Context: an optimization exercise on an open-source flow, tuned for small area and a short achievable clock period. The choices shown serve that exercise and are no tape-out recipe. Function was not checked in any run shown here: the RTL went through the layout flow alone. Power figures rest on the tool's default switching activity, not on a simulated workload.

[config.mk]
export PLATFORM = sky130hd
export DESIGN_NAME = mac_demo
export DESIGN_NICKNAME = mac_demo
export VERILOG_FILES = /design/flow/design.v
export SDC_FILE = /design/flow/constraint.sdc
export NUM_CORES = 4
export LEC_CHECK = 0
export ABC_AREA = 1
export CAP_MARGIN = 20
export CORE_MARGIN = 2
export CORE_UTILIZATION = 40
export SETUP_SLACK_MARGIN = 2.0
export SLEW_MARGIN = 20
export SYNTH_HIERARCHICAL = 1
export SYNTH_MINIMUM_KEEP_SIZE = 0
[standard.sh]
#!/bin/bash
# synth_recipe.tcl (not shown) runs the flow's synth.tcl, then flattens the netlist and writes it again
# the make line also repeats each setting of config.mk as NAME=value (left out here)
make -C /OpenROAD-flow-scripts/flow DESIGN_CONFIG=/design/flow/config.mk WORK_HOME=/design/flow/orfs CLKGATE_MAP_FILE= SYNTH_SCRIPT=/design/flow/synth_recipe.tcl "${@:-finish}"
[flow/run.sh]
#!/bin/bash
# The standard layout (the standard.sh, unchanged synthesis), except that
# the port buffers are plain buffers and the clock-delay buffer cells are not
# used anywhere. The make output goes to standard.log; ORFS keeps each step's
# log under orfs/logs/.
set -uo pipefail
export BUFFER_PORTS_ARGS="-buffer_cell sky130_fd_sc_hd__buf_2"
export DONT_USE_CELLS="sky130_fd_sc_hd__clkdlybuf4s15_1 sky130_fd_sc_hd__clkdlybuf4s15_2 sky130_fd_sc_hd__clkdlybuf4s18_1 sky130_fd_sc_hd__clkdlybuf4s18_2 sky130_fd_sc_hd__clkdlybuf4s25_1 sky130_fd_sc_hd__clkdlybuf4s25_2 sky130_fd_sc_hd__clkdlybuf4s50_1 sky130_fd_sc_hd__clkdlybuf4s50_2"
bash standard.sh > standard.log 2>&1
[constraint.sdc]
create_clock -name core_clock -period 7.0 [get_ports {clk}]
set_input_delay 1.4000 -clock core_clock [delete_from_list [all_inputs] [get_ports {clk}]]
set_output_delay 1.4000 -clock core_clock [all_outputs]
set_load 0.01 [all_outputs]
[design.v]
module multiplier  #(parameter width = 16)
   ( input    signed  [width-1 : 0] multiplicand,
     input    signed  [width-1 : 0] multiplier,   
     output   signed  [2 * width - 1 : 0] product
   ) ;
   assign  product = multiplicand * multiplier ;
endmodule
module  adder  #(parameter width = 32)  
		( input   signed [width-1 : 0] a ,
		  input   signed [width-1 : 0] b , 
		  output  signed [width-1 : 0] sum
		) ;
    assign   sum = a + b ;
endmodule
module accumulator #(parameter width = 32) 
	(input    clk,
     	 input    ena,
         input    reset,
         input	  signed [width - 1 : 0] acc_in,
   	 output   reg signed [width - 1 : 0] acc_out
	) ;
   always @(posedge clk) begin
      if (reset)  acc_out <= 0 ;
      else if (ena) acc_out <= acc_in ;
   end
endmodule
module mac_demo(input clk, input reset, input ena,
                input signed [15:0] k, input signed [15:0] x,
                output signed [31:0] acc_out);
  reg [31:0] rs, rc;
  wire [31:0] ag = rs & rc, ap = rs ^ rc;
  wire pg1 = ag[1] | (ap[1] & ag[0]);
  wire pp_1 = ap[1] & ap[0];
  wire pg2 = ag[3] | (ap[3] & ag[2]);
  wire pp_2 = ap[3] & ap[2];
  wire pg3 = ag[5] | (ap[5] & ag[4]);
  wire pp_3 = ap[5] & ap[4];
  wire pg4 = ag[7] | (ap[7] & ag[6]);
  wire pp_4 = ap[7] & ap[6];
  wire pg5 = ag[9] | (ap[9] & ag[8]);
  wire pp_5 = ap[9] & ap[8];
  wire pg6 = ag[11] | (ap[11] & ag[10]);
  wire pp_6 = ap[11] & ap[10];
  wire pg7 = ag[13] | (ap[13] & ag[12]);
  wire pp_7 = ap[13] & ap[12];
  wire pg8 = ag[15] | (ap[15] & ag[14]);
  wire pp_8 = ap[15] & ap[14];
  wire pg9 = ag[17] | (ap[17] & ag[16]);
  wire pp_9 = ap[17] & ap[16];
  wire pg10 = ag[19] | (ap[19] & ag[18]);
  wire pp_10 = ap[19] & ap[18];
  wire pg11 = ag[21] | (ap[21] & ag[20]);
  wire pp_11 = ap[21] & ap[20];
  wire pg12 = ag[23] | (ap[23] & ag[22]);
  wire pp_12 = ap[23] & ap[22];
  wire pg13 = ag[25] | (ap[25] & ag[24]);
  wire pp_13 = ap[25] & ap[24];
  wire pg14 = ag[27] | (ap[27] & ag[26]);
  wire pp_14 = ap[27] & ap[26];
  wire pg15 = ag[29] | (ap[29] & ag[28]);
  wire pp_15 = ap[29] & ap[28];
  wire pg16 = ag[31] | (ap[31] & ag[30]);
  wire pp_16 = ap[31] & ap[30];
  wire pg17 = pg2 | (pp_2 & pg1);
  wire pp_17 = pp_2 & pp_1;
  wire pg18 = pg4 | (pp_4 & pg3);
  wire pp_18 = pp_4 & pp_3;
  wire pg19 = pg6 | (pp_6 & pg5);
  wire pp_19 = pp_6 & pp_5;
  wire pg20 = pg8 | (pp_8 & pg7);
  wire pp_20 = pp_8 & pp_7;
  wire pg21 = pg10 | (pp_10 & pg9);
  wire pp_21 = pp_10 & pp_9;
  wire pg22 = pg12 | (pp_12 & pg11);
  wire pp_22 = pp_12 & pp_11;
  wire pg23 = pg14 | (pp_14 & pg13);
  wire pp_23 = pp_14 & pp_13;
  wire pg24 = pg16 | (pp_16 & pg15);
  wire pp_24 = pp_16 & pp_15;
  wire pg25 = pg18 | (pp_18 & pg17);
  wire pp_25 = pp_18 & pp_17;
  wire pg26 = pg20 | (pp_20 & pg19);
  wire pp_26 = pp_20 & pp_19;
  wire pg27 = pg22 | (pp_22 & pg21);
  wire pp_27 = pp_22 & pp_21;
  wire pg28 = pg24 | (pp_24 & pg23);
  wire pp_28 = pp_24 & pp_23;
  wire pg29 = pg26 | (pp_26 & pg25);
  wire pp_29 = pp_26 & pp_25;
  wire pg30 = pg28 | (pp_28 & pg27);
  wire pp_30 = pp_28 & pp_27;
  wire pg31 = pg30 | (pp_30 & pg29);
  wire pp_31 = pp_30 & pp_29;
  wire pg32 = pg27 | (pp_27 & pg29);
  wire pp_32 = pp_27 & pp_29;
  wire pg33 = pg19 | (pp_19 & pg25);
  wire pp_33 = pp_19 & pp_25;
  wire pg34 = pg21 | (pp_21 & pg29);
  wire pp_34 = pp_21 & pp_29;
  wire pg35 = pg23 | (pp_23 & pg32);
  wire pp_35 = pp_23 & pp_32;
  wire pg36 = pg3 | (pp_3 & pg17);
  wire pp_36 = pp_3 & pp_17;
  wire pg37 = pg5 | (pp_5 & pg25);
  wire pp_37 = pp_5 & pp_25;
  wire pg38 = pg7 | (pp_7 & pg33);
  wire pp_38 = pp_7 & pp_33;
  wire pg39 = pg9 | (pp_9 & pg29);
  wire pp_39 = pp_9 & pp_29;
  wire pg40 = pg11 | (pp_11 & pg34);
  wire pp_40 = pp_11 & pp_34;
  wire pg41 = pg13 | (pp_13 & pg32);
  wire pp_41 = pp_13 & pp_32;
  wire pg42 = pg15 | (pp_15 & pg35);
  wire pp_42 = pp_15 & pp_35;
  wire pg43 = ag[2] | (ap[2] & pg1);
  wire pp_43 = ap[2] & pp_1;
  wire pg44 = ag[4] | (ap[4] & pg17);
  wire pp_44 = ap[4] & pp_17;
  wire pg45 = ag[6] | (ap[6] & pg36);
  wire pp_45 = ap[6] & pp_36;
  wire pg46 = ag[8] | (ap[8] & pg25);
  wire pp_46 = ap[8] & pp_25;
  wire pg47 = ag[10] | (ap[10] & pg37);
  wire pp_47 = ap[10] & pp_37;
  wire pg48 = ag[12] | (ap[12] & pg33);
  wire pp_48 = ap[12] & pp_33;
  wire pg49 = ag[14] | (ap[14] & pg38);
  wire pp_49 = ap[14] & pp_38;
  wire pg50 = ag[16] | (ap[16] & pg29);
  wire pp_50 = ap[16] & pp_29;
  wire pg51 = ag[18] | (ap[18] & pg39);
  wire pp_51 = ap[18] & pp_39;
  wire pg52 = ag[20] | (ap[20] & pg34);
  wire pp_52 = ap[20] & pp_34;
  wire pg53 = ag[22] | (ap[22] & pg40);
  wire pp_53 = ap[22] & pp_40;
  wire pg54 = ag[24] | (ap[24] & pg32);
  wire pp_54 = ap[24] & pp_32;
  wire pg55 = ag[26] | (ap[26] & pg41);
  wire pp_55 = ap[26] & pp_41;
  wire pg56 = ag[28] | (ap[28] & pg35);
  wire pp_56 = ap[28] & pp_35;
  wire pg57 = ag[30] | (ap[30] & pg42);
  wire pp_57 = ap[30] & pp_42;
  assign acc_out = ap ^ {pg57, pg42, pg56, pg35, pg55, pg41, pg54, pg32, pg53, pg40, pg52, pg34, pg51, pg39, pg50, pg29, pg49, pg38, pg48, pg33, pg47, pg37, pg46, pg25, pg45, pg36, pg44, pg17, pg43, pg1, ag[0], 1'b0};
  wire en = ena & ~reset;
  wire [31:0] fb = acc_out & {32{~reset}};
  wire [16:0] xe = {x, 1'b0};
  wire [16:0] ke = {k[15], k};
  wire [17:0] ke2 = {ke, 1'b0};
  wire [7:0] ng;
  wire b0_one = (xe[1] ^ xe[0]) & en;
  wire b0_two = ((xe[2] & ~xe[1] & ~xe[0]) | (~xe[2] & xe[1] & xe[0])) & en;
  assign ng[0] = xe[2];
  wire [16:0] pp0 = (({17{b0_one}} & ke) | ({17{b0_two}} & ke2[16:0])) ^ {17{ng[0]}};
  wire b1_one = (xe[3] ^ xe[2]) & en;
  wire b1_two = ((xe[4] & ~xe[3] & ~xe[2]) | (~xe[4] & xe[3] & xe[2])) & en;
  assign ng[1] = xe[4];
  wire [16:0] pp1 = (({17{b1_one}} & ke) | ({17{b1_two}} & ke2[16:0])) ^ {17{ng[1]}};
  wire b2_one = (xe[5] ^ xe[4]) & en;
  wire b2_two = ((xe[6] & ~xe[5] & ~xe[4]) | (~xe[6] & xe[5] & xe[4])) & en;
  assign ng[2] = xe[6];
  wire [16:0] pp2 = (({17{b2_one}} & ke) | ({17{b2_two}} & ke2[16:0])) ^ {17{ng[2]}};
  wire b3_one = (xe[7] ^ xe[6]) & en;
  wire b3_two = ((xe[8] & ~xe[7] & ~xe[6]) | (~xe[8] & xe[7] & xe[6])) & en;
  assign ng[3] = xe[8];
  wire [16:0] pp3 = (({17{b3_one}} & ke) | ({17{b3_two}} & ke2[16:0])) ^ {17{ng[3]}};
  wire b4_one = (xe[9] ^ xe[8]) & en;
  wire b4_two = ((xe[10] & ~xe[9] & ~xe[8]) | (~xe[10] & xe[9] & xe[8])) & en;
  assign ng[4] = xe[10];
  wire [16:0] pp4 = (({17{b4_one}} & ke) | ({17{b4_two}} & ke2[16:0])) ^ {17{ng[4]}};
  wire b5_one = (xe[11] ^ xe[10]) & en;
  wire b5_two = ((xe[12] & ~xe[11] & ~xe[10]) | (~xe[12] & xe[11] & xe[10])) & en;
  assign ng[5] = xe[12];
  wire [16:0] pp5 = (({17{b5_one}} & ke) | ({17{b5_two}} & ke2[16:0])) ^ {17{ng[5]}};
  wire b6_one = (xe[13] ^ xe[12]) & en;
  wire b6_two = ((xe[14] & ~xe[13] & ~xe[12]) | (~xe[14] & xe[13] & xe[12])) & en;
  assign ng[6] = xe[14];
  wire [16:0] pp6 = (({17{b6_one}} & ke) | ({17{b6_two}} & ke2[16:0])) ^ {17{ng[6]}};
  wire b7_one = (xe[15] ^ xe[14]) & en;
  wire b7_two = ((xe[16] & ~xe[15] & ~xe[14]) | (~xe[16] & xe[15] & xe[14])) & en;
  assign ng[7] = xe[16];
  wire [16:0] pp7 = (({17{b7_one}} & ke) | ({17{b7_two}} & ke2[16:0])) ^ {17{ng[7]}};
  wire [4:0] pk;
  assign pk[0] = k[0];
  assign pk[1] = k[1] ^ (ng[7] & |k[0:0]);
  assign pk[2] = k[2] ^ (ng[7] & |k[1:0]);
  assign pk[3] = k[3] ^ (ng[7] & |k[2:0]);
  assign pk[4] = k[4] ^ (ng[7] & |k[3:0]);
  wire [4:0] pe7 = ({5{b7_one}} & pk) | ({5{b7_two}} & {pk[3:0], 1'b0});
  wire c7 = ng[7] & ~(b7_one & |k[4:0]) & ~(b7_two & |k[3:0]);
  wire hs0, hc0;
  ha u_ha0 (.a(ng[4]), .b(fb[8]), .s(hs0), .co(hc0));
  wire hs1, hc1;
  ha u_ha1 (.a(fb[9]), .b(pp0[9]), .s(hs1), .co(hc1));
  wire fs0, fc0;
  fa u_fa0 (.a(ng[5]), .b(fb[10]), .c(pp0[10]), .s(fs0), .co(fc0));
  wire hs2, hc2;
  ha u_ha2 (.a(pp1[8]), .b(pp2[6]), .s(hs2), .co(hc2));
  wire fs1, fc1;
  fa u_fa1 (.a(fb[11]), .b(pp0[11]), .c(pp1[9]), .s(fs1), .co(fc1));
  wire hs3, hc3;
  ha u_ha3 (.a(pp2[7]), .b(pp3[5]), .s(hs3), .co(hc3));
  wire fs2, fc2;
  fa u_fa2 (.a(ng[6]), .b(fb[12]), .c(pp0[12]), .s(fs2), .co(fc2));
  wire fs3, fc3;
  fa u_fa3 (.a(pp1[10]), .b(pp2[8]), .c(pp3[6]), .s(fs3), .co(fc3));
  wire hs4, hc4;
  ha u_ha4 (.a(pp4[4]), .b(pp5[2]), .s(hs4), .co(hc4));
  wire fs4, fc4;
  fa u_fa4 (.a(fb[13]), .b(pp0[13]), .c(pp1[11]), .s(fs4), .co(fc4));
  wire fs5, fc5;
  fa u_fa5 (.a(pp2[9]), .b(pp3[7]), .c(pp4[5]), .s(fs5), .co(fc5));
  wire hs5, hc5;
  ha u_ha5 (.a(pp5[3]), .b(pp6[1]), .s(hs5), .co(hc5));
  wire fs6, fc6;
  fa u_fa6 (.a(fb[14]), .b(pp0[14]), .c(pp1[12]), .s(fs6), .co(fc6));
  wire fs7, fc7;
  fa u_fa7 (.a(pp2[10]), .b(pp3[8]), .c(pp4[6]), .s(fs7), .co(fc7));
  wire fs8, fc8;
  fa u_fa8 (.a(pp5[4]), .b(pp6[2]), .c(pe7[0]), .s(fs8), .co(fc8));
  wire fs9, fc9;
  fa u_fa9 (.a(fb[15]), .b(pp0[15]), .c(pp1[13]), .s(fs9), .co(fc9));
  wire fs10, fc10;
  fa u_fa10 (.a(pp2[11]), .b(pp3[9]), .c(pp4[7]), .s(fs10), .co(fc10));
  wire fs11, fc11;
  fa u_fa11 (.a(pp5[5]), .b(pp6[3]), .c(pe7[1]), .s(fs11), .co(fc11));
  wire fs12, fc12;
  fa u_fa12 (.a(fb[16]), .b(pp0[16]), .c(pp1[14]), .s(fs12), .co(fc12));
  wire fs13, fc13;
  fa u_fa13 (.a(pp2[12]), .b(pp3[10]), .c(pp4[8]), .s(fs13), .co(fc13));
  wire fs14, fc14;
  fa u_fa14 (.a(pp5[6]), .b(pp6[4]), .c(pe7[2]), .s(fs14), .co(fc14));
  wire fs15, fc15;
  fa u_fa15 (.a(fb[17]), .b(pp0[16]), .c(pp1[15]), .s(fs15), .co(fc15));
  wire fs16, fc16;
  fa u_fa16 (.a(pp2[13]), .b(pp3[11]), .c(pp4[9]), .s(fs16), .co(fc16));
  wire fs17, fc17;
  fa u_fa17 (.a(pp5[7]), .b(pp6[5]), .c(pe7[3]), .s(fs17), .co(fc17));
  wire fs18, fc18;
  fa u_fa18 (.a(fb[18]), .b(~pp0[16]), .c(~pp1[16]), .s(fs18), .co(fc18));
  wire fs19, fc19;
  fa u_fa19 (.a(pp2[14]), .b(pp3[12]), .c(pp4[10]), .s(fs19), .co(fc19));
  wire fs20, fc20;
  fa u_fa20 (.a(pp5[8]), .b(pp6[6]), .c(pe7[4]), .s(fs20), .co(fc20));
  wire fs21, fc21;
  assign fs21 = ~(fb[19] ^ pp2[15]);
  assign fc21 = fb[19] | pp2[15];
  wire fs22, fc22;
  fa u_fa22 (.a(pp3[13]), .b(pp4[11]), .c(pp5[9]), .s(fs22), .co(fc22));
  wire fs23, fc23;
  fa u_fa23 (.a(pp6[7]), .b(pp7[5]), .c(c7), .s(fs23), .co(fc23));
  wire fs24, fc24;
  fa u_fa24 (.a(fb[20]), .b(~pp2[16]), .c(pp3[14]), .s(fs24), .co(fc24));
  wire fs25, fc25;
  fa u_fa25 (.a(pp4[12]), .b(pp5[10]), .c(pp6[8]), .s(fs25), .co(fc25));
  wire fs26, fc26;
  assign fs26 = ~(fb[21] ^ pp3[15]);
  assign fc26 = fb[21] | pp3[15];
  wire hs6, hc6;
  ha u_ha6 (.a(pp4[13]), .b(pp5[11]), .s(hs6), .co(hc6));
  wire fs27, fc27;
  fa u_fa27 (.a(fb[22]), .b(~pp3[16]), .c(pp4[14]), .s(fs27), .co(fc27));
  wire hs7, hc7;
  assign hs7 = ~fb[23];
  assign hc7 = fb[23];
  wire hs8, hc8;
  ha u_ha8 (.a(ng[2]), .b(fb[4]), .s(hs8), .co(hc8));
  wire hs9, hc9;
  ha u_ha9 (.a(fb[5]), .b(pp0[5]), .s(hs9), .co(hc9));
  wire fs28, fc28;
  fa u_fa28 (.a(ng[3]), .b(fb[6]), .c(pp0[6]), .s(fs28), .co(fc28));
  wire hs10, hc10;
  ha u_ha10 (.a(pp1[4]), .b(pp2[2]), .s(hs10), .co(hc10));
  wire fs29, fc29;
  fa u_fa29 (.a(fb[7]), .b(pp0[7]), .c(pp1[5]), .s(fs29), .co(fc29));
  wire hs11, hc11;
  ha u_ha11 (.a(pp2[3]), .b(pp3[1]), .s(hs11), .co(hc11));
  wire fs30, fc30;
  fa u_fa30 (.a(hs0), .b(pp0[8]), .c(pp1[6]), .s(fs30), .co(fc30));
  wire fs31, fc31;
  fa u_fa31 (.a(pp2[4]), .b(pp3[2]), .c(pp4[0]), .s(fs31), .co(fc31));
  wire fs32, fc32;
  fa u_fa32 (.a(hc0), .b(pp1[7]), .c(pp2[5]), .s(fs32), .co(fc32));
  wire fs33, fc33;
  fa u_fa33 (.a(pp3[3]), .b(pp4[1]), .c(hs1), .s(fs33), .co(fc33));
  wire fs34, fc34;
  fa u_fa34 (.a(pp3[4]), .b(pp4[2]), .c(pp5[0]), .s(fs34), .co(fc34));
  wire fs35, fc35;
  fa u_fa35 (.a(hc1), .b(hs2), .c(fs0), .s(fs35), .co(fc35));
  wire fs36, fc36;
  fa u_fa36 (.a(pp4[3]), .b(pp5[1]), .c(hc2), .s(fs36), .co(fc36));
  wire fs37, fc37;
  fa u_fa37 (.a(hs3), .b(fc0), .c(fs1), .s(fs37), .co(fc37));
  wire fs38, fc38;
  fa u_fa38 (.a(pp6[0]), .b(hc3), .c(hs4), .s(fs38), .co(fc38));
  wire fs39, fc39;
  fa u_fa39 (.a(fc1), .b(fs2), .c(fs3), .s(fs39), .co(fc39));
  wire fs40, fc40;
  fa u_fa40 (.a(hc4), .b(hs5), .c(fc2), .s(fs40), .co(fc40));
  wire fs41, fc41;
  fa u_fa41 (.a(fc3), .b(fs4), .c(fs5), .s(fs41), .co(fc41));
  wire fs42, fc42;
  fa u_fa42 (.a(hc5), .b(fc4), .c(fc5), .s(fs42), .co(fc42));
  wire fs43, fc43;
  fa u_fa43 (.a(fs6), .b(fs7), .c(fs8), .s(fs43), .co(fc43));
  wire fs44, fc44;
  fa u_fa44 (.a(fc6), .b(fc7), .c(fc8), .s(fs44), .co(fc44));
  wire fs45, fc45;
  fa u_fa45 (.a(fs9), .b(fs10), .c(fs11), .s(fs45), .co(fc45));
  wire fs46, fc46;
  fa u_fa46 (.a(fc9), .b(fc10), .c(fc11), .s(fs46), .co(fc46));
  wire fs47, fc47;
  fa u_fa47 (.a(fs12), .b(fs13), .c(fs14), .s(fs47), .co(fc47));
  wire fs48, fc48;
  fa u_fa48 (.a(fc12), .b(fc13), .c(fc14), .s(fs48), .co(fc48));
  wire fs49, fc49;
  fa u_fa49 (.a(fs15), .b(fs16), .c(fs17), .s(fs49), .co(fc49));
  wire fs50, fc50;
  fa u_fa50 (.a(fc15), .b(fc16), .c(fc17), .s(fs50), .co(fc50));
  wire fs51, fc51;
  fa u_fa51 (.a(fs18), .b(fs19), .c(fs20), .s(fs51), .co(fc51));
  wire fs52, fc52;
  fa u_fa52 (.a(fc18), .b(fc19), .c(fc20), .s(fs52), .co(fc52));
  wire fs53, fc53;
  fa u_fa53 (.a(fs21), .b(fs22), .c(fs23), .s(fs53), .co(fc53));
  wire fs54, fc54;
  fa u_fa54 (.a(pp7[6]), .b(fc21), .c(fc22), .s(fs54), .co(fc54));
  wire fs55, fc55;
  fa u_fa55 (.a(fc23), .b(fs24), .c(fs25), .s(fs55), .co(fc55));
  wire fs56, fc56;
  fa u_fa56 (.a(pp6[9]), .b(pp7[7]), .c(hs6), .s(fs56), .co(fc56));
  wire fs57, fc57;
  fa u_fa57 (.a(fc24), .b(fc25), .c(fs26), .s(fs57), .co(fc57));
  wire fs58, fc58;
  fa u_fa58 (.a(pp5[12]), .b(pp6[10]), .c(pp7[8]), .s(fs58), .co(fc58));
  wire fs59, fc59;
  fa u_fa59 (.a(hc6), .b(fc26), .c(fs27), .s(fs59), .co(fc59));
  wire fs60, fc60;
  fa u_fa60 (.a(hs7), .b(pp4[15]), .c(pp5[13]), .s(fs60), .co(fc60));
  wire fs61, fc61;
  fa u_fa61 (.a(pp6[11]), .b(pp7[9]), .c(fc27), .s(fs61), .co(fc61));
  wire fs62, fc62;
  fa u_fa62 (.a(fb[24]), .b(hc7), .c(~pp4[16]), .s(fs62), .co(fc62));
  wire fs63, fc63;
  fa u_fa63 (.a(pp5[14]), .b(pp6[12]), .c(pp7[10]), .s(fs63), .co(fc63));
  wire fs64, fc64;
  assign fs64 = ~(fb[25] ^ pp5[15]);
  assign fc64 = fb[25] | pp5[15];
  wire hs12, hc12;
  ha u_ha12 (.a(pp6[13]), .b(pp7[11]), .s(hs12), .co(hc12));
  wire fs65, fc65;
  fa u_fa65 (.a(fb[26]), .b(~pp5[16]), .c(pp6[14]), .s(fs65), .co(fc65));
  wire hs13, hc13;
  assign hs13 = ~fb[27];
  assign hc13 = fb[27];
  wire hs14, hc14;
  ha u_ha14 (.a(ng[1]), .b(fb[2]), .s(hs14), .co(hc14));
  wire hs15, hc15;
  ha u_ha15 (.a(fb[3]), .b(pp0[3]), .s(hs15), .co(hc15));
  wire fs66, fc66;
  fa u_fa66 (.a(hs8), .b(pp0[4]), .c(pp1[2]), .s(fs66), .co(fc66));
  wire fs67, fc67;
  fa u_fa67 (.a(hc8), .b(pp1[3]), .c(pp2[1]), .s(fs67), .co(fc67));
  wire fs68, fc68;
  fa u_fa68 (.a(pp3[0]), .b(hc9), .c(hs10), .s(fs68), .co(fc68));
  wire fs69, fc69;
  fa u_fa69 (.a(hc10), .b(hs11), .c(fc28), .s(fs69), .co(fc69));
  wire fs70, fc70;
  fa u_fa70 (.a(hc11), .b(fc29), .c(fs30), .s(fs70), .co(fc70));
  wire fs71, fc71;
  fa u_fa71 (.a(fc30), .b(fc31), .c(fs32), .s(fs71), .co(fc71));
  wire fs72, fc72;
  fa u_fa72 (.a(fc32), .b(fs34), .c(fc33), .s(fs72), .co(fc72));
  wire fs73, fc73;
  fa u_fa73 (.a(fc34), .b(fs36), .c(fc35), .s(fs73), .co(fc73));
  wire fs74, fc74;
  fa u_fa74 (.a(fc36), .b(fs38), .c(fc37), .s(fs74), .co(fc74));
  wire fs75, fc75;
  fa u_fa75 (.a(fc38), .b(fs40), .c(fc39), .s(fs75), .co(fc75));
  wire fs76, fc76;
  fa u_fa76 (.a(fc40), .b(fs42), .c(fc41), .s(fs76), .co(fc76));
  wire fs77, fc77;
  fa u_fa77 (.a(fc42), .b(fs44), .c(fc43), .s(fs77), .co(fc77));
  wire fs78, fc78;
  fa u_fa78 (.a(fc44), .b(fs46), .c(fc45), .s(fs78), .co(fc78));
  wire fs79, fc79;
  fa u_fa79 (.a(fc46), .b(fs48), .c(fc47), .s(fs79), .co(fc79));
  wire fs80, fc80;
  fa u_fa80 (.a(fc48), .b(fs50), .c(fc49), .s(fs80), .co(fc80));
  wire fs81, fc81;
  fa u_fa81 (.a(fc50), .b(fs52), .c(fc51), .s(fs81), .co(fc81));
  wire fs82, fc82;
  fa u_fa82 (.a(fc52), .b(fs54), .c(fc53), .s(fs82), .co(fc82));
  wire fs83, fc83;
  fa u_fa83 (.a(fs56), .b(fc54), .c(fc55), .s(fs83), .co(fc83));
  wire fs84, fc84;
  fa u_fa84 (.a(fs58), .b(fc56), .c(fc57), .s(fs84), .co(fc84));
  wire fs85, fc85;
  fa u_fa85 (.a(fc58), .b(fs60), .c(fs61), .s(fs85), .co(fc85));
  wire fs86, fc86;
  fa u_fa86 (.a(fc60), .b(fs62), .c(fs63), .s(fs86), .co(fc86));
  wire fs87, fc87;
  fa u_fa87 (.a(hs12), .b(fc62), .c(fc63), .s(fs87), .co(fc87));
  wire fs88, fc88;
  fa u_fa88 (.a(pp7[12]), .b(hc12), .c(fc64), .s(fs88), .co(fc88));
  wire fs89, fc89;
  fa u_fa89 (.a(hs13), .b(pp6[15]), .c(pp7[13]), .s(fs89), .co(fc89));
  wire fs90, fc90;
  fa u_fa90 (.a(fb[28]), .b(hc13), .c(~pp6[16]), .s(fs90), .co(fc90));
  wire hs16, hc16;
  assign hs16 = ~fb[29];
  assign hc16 = fb[29];
  wire hs17, hc17;
  ha u_ha17 (.a(ng[0]), .b(fb[0]), .s(hs17), .co(hc17));
  wire hs18, hc18;
  ha u_ha18 (.a(fb[1]), .b(pp0[1]), .s(hs18), .co(hc18));
  wire fs91, fc91;
  fa u_fa91 (.a(hs14), .b(pp0[2]), .c(pp1[0]), .s(fs91), .co(fc91));
  wire fs92, fc92;
  fa u_fa92 (.a(hc14), .b(pp1[1]), .c(hs15), .s(fs92), .co(fc92));
  wire fs93, fc93;
  fa u_fa93 (.a(pp2[0]), .b(hc15), .c(fs66), .s(fs93), .co(fc93));
  wire fs94, fc94;
  fa u_fa94 (.a(hs9), .b(fc66), .c(fs67), .s(fs94), .co(fc94));
  wire fs95, fc95;
  fa u_fa95 (.a(fc67), .b(fs28), .c(fs68), .s(fs95), .co(fc95));
  wire fs96, fc96;
  fa u_fa96 (.a(fs29), .b(fc68), .c(fs69), .s(fs96), .co(fc96));
  wire fs97, fc97;
  fa u_fa97 (.a(fs31), .b(fc69), .c(fs70), .s(fs97), .co(fc97));
  wire fs98, fc98;
  fa u_fa98 (.a(fs33), .b(fc70), .c(fs71), .s(fs98), .co(fc98));
  wire fs99, fc99;
  fa u_fa99 (.a(fc71), .b(fs35), .c(fs72), .s(fs99), .co(fc99));
  wire fs100, fc100;
  fa u_fa100 (.a(fs37), .b(fc72), .c(fs73), .s(fs100), .co(fc100));
  wire fs101, fc101;
  fa u_fa101 (.a(fs39), .b(fc73), .c(fs74), .s(fs101), .co(fc101));
  wire fs102, fc102;
  fa u_fa102 (.a(fs41), .b(fc74), .c(fs75), .s(fs102), .co(fc102));
  wire fs103, fc103;
  fa u_fa103 (.a(fs43), .b(fc75), .c(fs76), .s(fs103), .co(fc103));
  wire fs104, fc104;
  fa u_fa104 (.a(fs45), .b(fc76), .c(fs77), .s(fs104), .co(fc104));
  wire fs105, fc105;
  fa u_fa105 (.a(fs47), .b(fc77), .c(fs78), .s(fs105), .co(fc105));
  wire fs106, fc106;
  fa u_fa106 (.a(fs49), .b(fc78), .c(fs79), .s(fs106), .co(fc106));
  wire fs107, fc107;
  fa u_fa107 (.a(fs51), .b(fc79), .c(fs80), .s(fs107), .co(fc107));
  wire fs108, fc108;
  fa u_fa108 (.a(fs53), .b(fc80), .c(fs81), .s(fs108), .co(fc108));
  wire fs109, fc109;
  fa u_fa109 (.a(fs55), .b(fc81), .c(fs82), .s(fs109), .co(fc109));
  wire fs110, fc110;
  fa u_fa110 (.a(fs57), .b(fc82), .c(fs83), .s(fs110), .co(fc110));
  wire fs111, fc111;
  fa u_fa111 (.a(fs59), .b(fc83), .c(fs84), .s(fs111), .co(fc111));
  wire fs112, fc112;
  fa u_fa112 (.a(fc59), .b(fc84), .c(fs85), .s(fs112), .co(fc112));
  wire fs113, fc113;
  fa u_fa113 (.a(fc61), .b(fs86), .c(fc85), .s(fs113), .co(fc113));
  wire fs114, fc114;
  fa u_fa114 (.a(fs64), .b(fc86), .c(fs87), .s(fs114), .co(fc114));
  wire fs115, fc115;
  fa u_fa115 (.a(fs65), .b(fc87), .c(fs88), .s(fs115), .co(fc115));
  wire fs116, fc116;
  fa u_fa116 (.a(fc65), .b(fs89), .c(fc88), .s(fs116), .co(fc116));
  wire fs117, fc117;
  fa u_fa117 (.a(pp7[14]), .b(fc89), .c(fs90), .s(fs117), .co(fc117));
  wire fs118, fc118;
  fa u_fa118 (.a(hs16), .b(pp7[15]), .c(fc90), .s(fs118), .co(fc118));
  wire fs119, fc119;
  fa u_fa119 (.a(fb[30]), .b(hc16), .c(~pp7[16]), .s(fs119), .co(fc119));
  wire hs19, hc19;
  assign hs19 = ~fb[31];
  assign hc19 = fb[31];
  wire [31:0] ns = {hs19, fs119, fs118, fs117, fs116, fc114, fs114, fs113, fc111, fc110, fc109, fc108, fc107, fc106, fc105, fc104, fc103, fc102, fc101, fc100, fc99, fc98, fc97, fc96, fc95, fc94, fc93, fc92, fc91, hc18, hc17, hs17};
  wire [31:0] nc = {fc119, fc118, fc117, fc116, fc115, fs115, fc113, fc112, fs112, fs111, fs110, fs109, fs108, fs107, fs106, fs105, fs104, fs103, fs102, fs101, fs100, fs99, fs98, fs97, fs96, fs95, fs94, fs93, fs92, fs91, hs18, pp0[0]};
  always @(posedge clk) begin
    rs <= ns;
    rc <= nc;
  end
endmodule
module fa(input a, input b, input c, output s, output co);
  assign s = a ^ b ^ c;
  assign co = (a & b) | (a & c) | (b & c);
endmodule
module ha(input a, input b, output s, output co);
  assign s = a ^ b;
  assign co = a & b;
endmodule
==> results of run 1 <==
## power breakdown
group | internal, mW | total [mW] | switching [mW] | leakage [nW]
Sequential | 0.634 | 0.716 | 0.0821 | 0.539
Combinational | 1.59 | 3.65 | 2.05 | 3.56
Clock | 0.421 | 0.596 | 0.175 | 0.190
## worst register-to-register path, stage by stage (launching register included)
cell and delay, ns:
sky130_fd_sc_hd__dfxtp_1 0.31, sky130_fd_sc_hd__ha_1 0.14, sky130_fd_sc_hd__inv_1 0.05, sky130_fd_sc_hd__fa_1 0.41, sky130_fd_sc_hd__inv_1 0.08, sky130_fd_sc_hd__nand3_1 0.07, sky130_fd_sc_hd__nand2_1 0.13, sky130_fd_sc_hd__nand2_1 0.07
sky130_fd_sc_hd__nand2_1 0.14, sky130_fd_sc_hd__inv_1 0.11, sky130_fd_sc_hd__o21bai_1 0.19, sky130_fd_sc_hd__a31oi_1 0.14, sky130_fd_sc_hd__fa_1 0.40, sky130_fd_sc_hd__or2_2 0.31, sky130_fd_sc_hd__a21oi_2 0.22, sky130_fd_sc_hd__fa_1 0.45
sky130_fd_sc_hd__fa_1 0.46, sky130_fd_sc_hd__fa_1 0.51, sky130_fd_sc_hd__fa_1 0.40
## cell families (layout without fill, tap and decap cells)
logic type,after synthesis,count (layout),synth area share
xor+xnor,142,142,0.1524
flops,64,64,0.1570
buf+inv,154,198,0.08020
fa+ha+maj,181,181,0.3999
simple gates,139,139,0.07606
compound gates,173,173,0.1343
## Yosys stat by module (local to each module, per instance)
module	area [µm²]	flops+latches	cells inside	times used
ha	12.51	0	1	16
mac_demo	5617	64	720	1
fa	20.02	0	1	117
## layout make-up
type                    count  share of cell area
inverters                 102             0.04375
clock buffers               9             0.02477
flip-flops and latches     64              0.1409
well taps                 270             0.03715
multi-input cells         635              0.6871
clock inverters             7             0.01844
repair buffers             80             0.04788
## repair_timing
item / 4_1_cts / 5_1_grt
gates resized for setup: 1 / 5
setup endpoints to repair: 6 / 13
buffers inserted: 0 / 6
## synth_stat cells, types with 5 or more instances
cell type | n | area share
sky130_fd_sc_hd__buf_4 | 6 | 0.0055
sky130_fd_sc_hd__or2_2 | 9 | 0.0069
sky130_fd_sc_hd__dfxtp_1 | 64 | 0.16
sky130_fd_sc_hd__xnor2_1 | 8 | 0.0086
sky130_fd_sc_hd__xor2_1 | 134 | 0.14
sky130_fd_sc_hd__nor2_1 | 44 | 0.020
sky130_fd_sc_hd__ha_1 | 48 | 0.074
sky130_fd_sc_hd__nand3b_2 | 5 | 0.0069
sky130_fd_sc_hd__clkbuf_1 | 30 | 0.014
sky130_fd_sc_hd__o21ai_1 | 8 | 0.0049
sky130_fd_sc_hd__fa_1 | 133 | 0.33
sky130_fd_sc_hd__buf_2 | 13 | 0.0080
sky130_fd_sc_hd__nand2_1 | 70 | 0.032
sky130_fd_sc_hd__inv_1 | 98 | 0.045
sky130_fd_sc_hd__a21oi_1 | 35 | 0.021
sky130_fd_sc_hd__o22ai_1 | 109 | 0.084
sky130_fd_sc_hd__o22ai_2 | 10 | 0.015
## worst max-delay path by stage
stage / to / slack, ns / depth (start not counted)
6_report: rc[17] / 2.24 / 9
5_1_grt: rc[15] / 2.04 / 9
4_1_cts: rc[17] / 2.06 / 14
3_5_place_dp: rc[19] / 1.59 / 9
3_3_place_gp: rc[16] / 1.59 / 9
2_1_floorplan: rc[17] / 2.52 / 15
## state kept, by name, indices dropped and copies added, names as in the netlist
name,flops
rc,32
rs,32
## per-layer routing
metal | GRT usage | wire (µm)
met1 | 0.2632 | 8733
met2 | 0.3308 | 9972
met3 | 0.02950 | 934
met4 | 0.06456 | 534
met5 | 0 | 0
## metrics by stage
| stage | worst slack [ns] | utilization | cell area [µm²] | hold slack (ns) | std cells |
|---|---|---|---|---|---|
| 2_1_floorplan | 2.518 | - | 8159 | 0.6345 | 853 |
| 3_3_place_gp | 1.595 | 0.4293 | 8631 | 0.5847 | 1145 |
| 3_5_place_dp | 1.590 | 0.4295 | 8635 | 0.5903 | 1145 |
| 4_1_cts | 2.062 | 0.4492 | 9031 | 0.6091 | 1161 |
| 5_1_grt | 2.044 | 0.4523 | 9094 | 0.6629 | 1167 |
| 6_report | 2.240 | 0.4523 | 9094 | 0.5987 | 1167 |
==> flow_metrics.tcl, run 1 <==
set metrics [dict create \
    power.ir.vdd_worst_mv 0.3426 \
    hold_path_depth 3 \
    synth.yosys.warnings 7 \
    worst_r2r_path_depth 18 \
    netlist-cell-type-count 32 \
    grt_setup_unrepaired "false" \
    clock_tree.buffer_depth 2 \
    critical_path.reg2reg.endpoint "rc[16]" \
    hold_end "rs[31]" \
    synth_flop_cell "sky130_fd_sc_hd__dfxtp_1" \
    synth-seq-area-share 0.1570 \
    placementRows 52 \
    finalHoldViolations 0 \
    worst_skew_pair.late_latency_ns 0.35 \
    htreeDepth 3 \
    worst_setup_path_end_kind "flop" \
    clock-skew-final_ns 0.008798 \
    layout_commonest_cell "sky130_fd_sc_hd__xor2_1" \
    rrSetupSlack_ns 2.31 \
    first_global_vias 6120 \
    cts.root.buffer_cell "sky130_fd_sc_hd__clkbuf_16" \
    share_of_final_layout_standard_cells_stronger_than_drive_strength_1 0.1472 \
    initial_antenna_violation_count 0 \
    core_area_um2 20100 \
    grt_ovf 0 \
    avgRoutedWirePerCell_um 17.29 \
    cts_buf_count 9 \
    cts_tree "yes" \
    final_cell_mix "134 x sky130_fd_sc_hd__xor2_1, 133 x sky130_fd_sc_hd__fa_1, 109 x sky130_fd_sc_hd__o22ai_1" \
    worst_path_max_delay_cell "sky130_fd_sc_hd__o21ai_2" \
    status "timing/DRC/antenna clean" \
    die_area_um2 21560 \
    multi_input_area_um2 6248 \
    grt_pass1_wl_um 33060 \
    mappedNetlistArea_um2 8159 \
    areaGrowthSynthToFinish_pct 11.46 \
    worst_pin_slew_ns 0.8681 \
    finalSetupViolations 0 \
    sequential_cell_area_um2 1281 \
    setup-tns-final_ns 0 \
    antenna_cells 0 \
    critical_path_arrival_ns 4.98 \
    timing.hold.worst.class "flop to flop" \
    start_util 0.4058 \
    avgSynthCellArea_um2 9.565 \
    worst-path-buf-inv 2 \
    maxClockFrequency_mhz 210.1 \
    critical_path.startpoint "x[7]" \
    clk_pin_slew_worst_paths_ns 0.05 \
    crit_type "primary input to flop" \
    worst_slew_margin_rel 0.4212 \
    critical_path.max_fanout 19 \
    die_h_um 146.8 \
    hold_path_startpoint "rs[31]" \
    detail_route.wirelength_um 20170 \
    route.antenna.remaining_nets 0 \
    dr.first_iter.drc_count 511 \
    post_synth_inst_count 853 \
    ys_seq_elements 64 \
    maximum_number_of_pins_on_one_net_before_global_route_repair 26 \
    worst_setup_path_start_kind "primary input" \
    gpl.final_weighted_congestion 0.8452 \
    nNetsFinal 1108 \
    drc 0 \
    via_per_inst 5.193 \
    boundaryPins 67 \
    critical_path.max_stage_delay_ns 0.61 \
    clock_sink_count 64 \
    final_max_slew_viol_count 0 \
    critPathTopFamily "adder cells" \
    io_buffer_count 66 \
    crit_path_cell_trace "buf_2 -> inv_1 -> o21ai_2 -> o22ai_1 -> xor2_1 -> fa_1 -> fa_1 -> fa_1 -> fa_1" \
    final_min_period_over_clock_period 0.6800 \
    n_fill_cell 1928 \
    hpwl_um 15660 \
    worst_r2r_startpoint "rc[0]" \
    fp.dieW_um 146.8 \
    gr-usage-all-layers 0.1972 \
    powerDensity_nw_per_um2 545.2 \
    drt_first_pass_iters 5 \
    critPathMostFrequentCell "sky130_fd_sc_hd__fa_1" \
    cp_data_required_time_ns 7.22 \
    pwr_total_mw 4.958 \
    synth_enable_flop_cells 0 \
    final_min_period_ns 4.760 \
    leakage_nw 4.291 \
    number_of_buffers_inserted_by_hold_repair_at_cts 0 \
    route.vias.total 6060 \
    max_cap_check_violation_count 0 \
    synthesis.nets 1069 \
    asyncSetResetFlopFracSynth 0 \
]
==> inputs of run 2 (changes only) <==
--- a/config.mk
+++ b/config.mk
@@ -9,7 +9,7 @@
 export CAP_MARGIN = 20
 export CORE_MARGIN = 2
 export CORE_UTILIZATION = 40
-export SETUP_SLACK_MARGIN = 2.0
+export SETUP_SLACK_MARGIN = 1.5
 export SLEW_MARGIN = 20
 export SYNTH_HIERARCHICAL = 1
 export SYNTH_MINIMUM_KEEP_SIZE = 0
==> flow_metrics.tcl, run 2 <==
set metrics [dict create \
    yosysTopAreaCell "sky130_fd_sc_hd__fa_1" \
    cts_setup_buffers 0 \
    reg_top3 "rc (32), rs (32)" \
    yosys-top-cells-area "sky130_fd_sc_hd__fa_1 33%, sky130_fd_sc_hd__dfxtp_1 16%, sky130_fd_sc_hd__xor2_1 14%" \
    top_layer "met4" \
    synth.yosys.warnings 7 \
    crit_type "primary input to flop" \
    mappedNetlistArea_um2 8159 \
    fp.dieW_um 146.8 \
    placedCellCount 1145 \
    holdWs_ns 0.5987 \
    drt_first_pass_iters 5 \
    boundaryPins 67 \
    gr-usage-all-layers 0.1972 \
    worst_pin_slew_ns 0.8266 \
    core_area_um2 20100 \
    detailed_place.area_um2 8635 \
    cts.repair.resized 0 \
    setup-tns-final_ns 0 \
    final_worst_slack_ns 2.035 \
    status "timing/DRC/antenna clean" \
    avgSynthCellArea_um2 9.565 \
    netlist-cell-type-count 32 \
    via_per_inst 5.250 \
    critical_path.max_fanout 15 \
    route.vias.total 6095 \
    clk_pin_slew_worst_paths_ns 0.05 \
    final_max_slew_viol_count 0 \
    final_min_period_over_clock_period 0.7093 \
    grt_setup_unrepaired "false" \
    detail_route.wirelength_um 20200 \
    avgRoutedWirePerCell_um 17.40 \
    hpwl_um 15660 \
    powerDensity_nw_per_um2 546.3 \
    wl_met3_um 1080 \
    synthMostInstantiatedCell "sky130_fd_sc_hd__xor2_1" \
    cp_data_required_time_ns 7.22 \
    share_of_final_layout_standard_cells_stronger_than_drive_strength_1 0.1358 \
    first_global_vias 6120 \
    die_h_um 146.8 \
    netlist.area_leader.share 0.3263 \
    cts.root.buffer_cell "sky130_fd_sc_hd__clkbuf_16" \
    final_cell_mix "134 x sky130_fd_sc_hd__xor2_1, 133 x sky130_fd_sc_hd__fa_1, 109 x sky130_fd_sc_hd__o22ai_1" \
    synth_flop_cell "sky130_fd_sc_hd__dfxtp_1" \
    grt_ovf 0 \
    routed-wl-met2_um 9995 \
    critical_path_arrival_ns 5.19 \
    post_synth_inst_count 853 \
    initial_antenna_violation_count 0 \
    synthesis.nets 1069 \
    synth_enable_flop_cells 0 \
    clock_tree.buffer_depth 2 \
    preCtsSetupSlack_ns 1.590 \
    synth-seq-area-share 0.1570 \
    clock_sink_count 64 \
    antenna_cells 0 \
    timing.hold.worst.class "flop to flop" \
    layout_commonest_cell "sky130_fd_sc_hd__xor2_1" \
    maximum_number_of_pins_on_one_net_before_global_route_repair 26 \
    gpl.final_weighted_congestion 0.8452 \
    io_buffer_count 66 \
    worst_setup_path_start_kind "primary input" \
    die_area_um2 21560 \
    leakage_nw 4.259 \
    worst_skew_pair.late_latency_ns 0.35 \
    drc 0 \
    htreeDepth 3 \
    post_synth_most_frequent_cells "134 x sky130_fd_sc_hd__xor2_1, 133 x sky130_fd_sc_hd__fa_1, 109 x sky130_fd_sc_hd__o22ai_1" \
    maxClockFrequency_mhz 201.4 \
    number_of_buffers_inserted_by_hold_repair_at_cts 0 \
    ys_seq_elements 64 \
    fin_area_um2 9031 \
    worst_setup_path_end_kind "flop" \
    final_min_period_ns 4.965 \
    finalHoldViolations 0 \
    clock-skew-final_ns 0.008240 \
    grt_pass1_wl_um 33060 \
    cts_buf_count 9 \
    asyncSetResetFlopFracSynth 0 \
    power.ir.vdd_worst_mv 0.3314 \
    max_cap_check_violation_count 0 \
    cts_tree "yes" \
    finalSetupViolations 0 \
    instances_no_fill 1161 \
    worst_slew_margin_rel 0.4489 \
    placementRows 52 \
    route.antenna.remaining_nets 0 \
    dr.first_iter.drc_count 537 \
    areaGrowthSynthToFinish_pct 10.69 \
    nNetsFinal 1102 \
    m1WireLength_um 8636 \
    start_util 0.4058 \
]
==> run 2: cell counts after synthesis <==
Identical to the previous run, type by type.
==> run 2: layout make-up <==
class	instances	area, µm²
timing repair buffer	74	390.4
clock inverter	7	167.7
multi-input combinational	635	6231
fill	1935	11070
clock buffer	9	225.2
inverter	102	397.9
tap	270	337.8
sequential	64	1281
==> run 2: worst paths after layout <==
kind | startpoint | to | slack, ns | cells past startpoint
setup / recovery | reset | rc[17] | 2.04 | 14
hold / removal | rs[31] | rs[31] | 0.60 | 3
hold reg to reg | rs[31] | rs[31] | 0.60 | 3
setup reg to reg | rc[0] | rc[16] | 2.19 | 18
==> run 2: per-stage QoR <==
stage	power [mW]	util
after global routing	5.633	0.4492
final	4.933	0.4492
after detailed placement	4.443	0.4295
after floorplan	3.315	-
after global placement	4.343	0.4293
after CTS	5.086	0.4490
==> run 2: critical path, stage by stage <==
cell and delay (ns):
sky130_fd_sc_hd__buf_2 0.17, sky130_fd_sc_hd__inv_8 0.08, sky130_fd_sc_hd__nand2_8 0.10, sky130_fd_sc_hd__inv_8 0.06, sky130_fd_sc_hd__nand2_2 0.06, sky130_fd_sc_hd__or2_1 0.56, sky130_fd_sc_hd__o21ai_2 0.12, sky130_fd_sc_hd__or2_2 0.29
sky130_fd_sc_hd__o21ai_1 0.23, sky130_fd_sc_hd__inv_1 0.17, sky130_fd_sc_hd__fa_1 0.46, sky130_fd_sc_hd__fa_1 0.53, sky130_fd_sc_hd__fa_1 0.54, sky130_fd_sc_hd__fa_1 0.41
==> run 2: layer usage <==
layer  vias up  global-route usage
li1       2860                   -
met5         -                   0
met1      2986              0.2632
met2       215              0.3308
met3        34             0.02950
met4         0             0.06456
==> run 2: Yosys stat by module, one instance, submodules excluded <==
module	copies in the design	cells inside	flops+latches	cell area, µm²
fa	117	1	0	20.02
ha	16	1	0	12.51
mac_demo	1	720	64	5617
==> run 2: logic make-up (layout without fill, tap and decap cells) <==
family	count (synthesis)	in the layout	synth area share
xor+xnor	142	142	0.1524
fa+ha+maj	181	181	0.3999
flops	64	64	0.1570
simple gates	139	139	0.07606
buf+inv	154	192	0.08020
compound gates	173	173	0.1343
==> run 2: where the power goes <==
group | leakage (nW) | internal [mW] | switching, mW
sequential | 0.539 | 0.634 | 0.0818
combinational | 3.53 | 1.58 | 2.04
clock | 0.190 | 0.421 | 0.176
total | 4.26 | 2.64 | 2.30

[what the ideal ports hide]
In the flow no input, the clock included, has a driving cell. The finished layouts below were timed again as built, in two steps.
Step 1: set_driving_cell puts a clkbuf_16 on clk and a buf_2 on each other input, an assumption about the parent block.
Step 2, shift: input delay + t, output delay - t, t = (earliest + latest rising clock arrival at the registers) / 2. This alone moves slack from input paths to output paths.
Three values: ideal ports, drivers, drivers and shift; two values: the first two.
run	t, ns	setup slack, ns	worst setup path at the end	slew at the worst register clock pin (ns)	worst slew at a driven data input, ns
run 1	0.388	2.240 / 2.242 / 1.854	input to register	0.06 / 0.06	0.04
run 2	0.389	2.035 / 2.054 / 1.665	input to register	0.06 / 0.06	0.04
After both steps setup and hold are still met in every run listed. The setup slack of run 1, which loses most, moves by +0.002 ns with the drivers and by -0.386 ns with both steps.
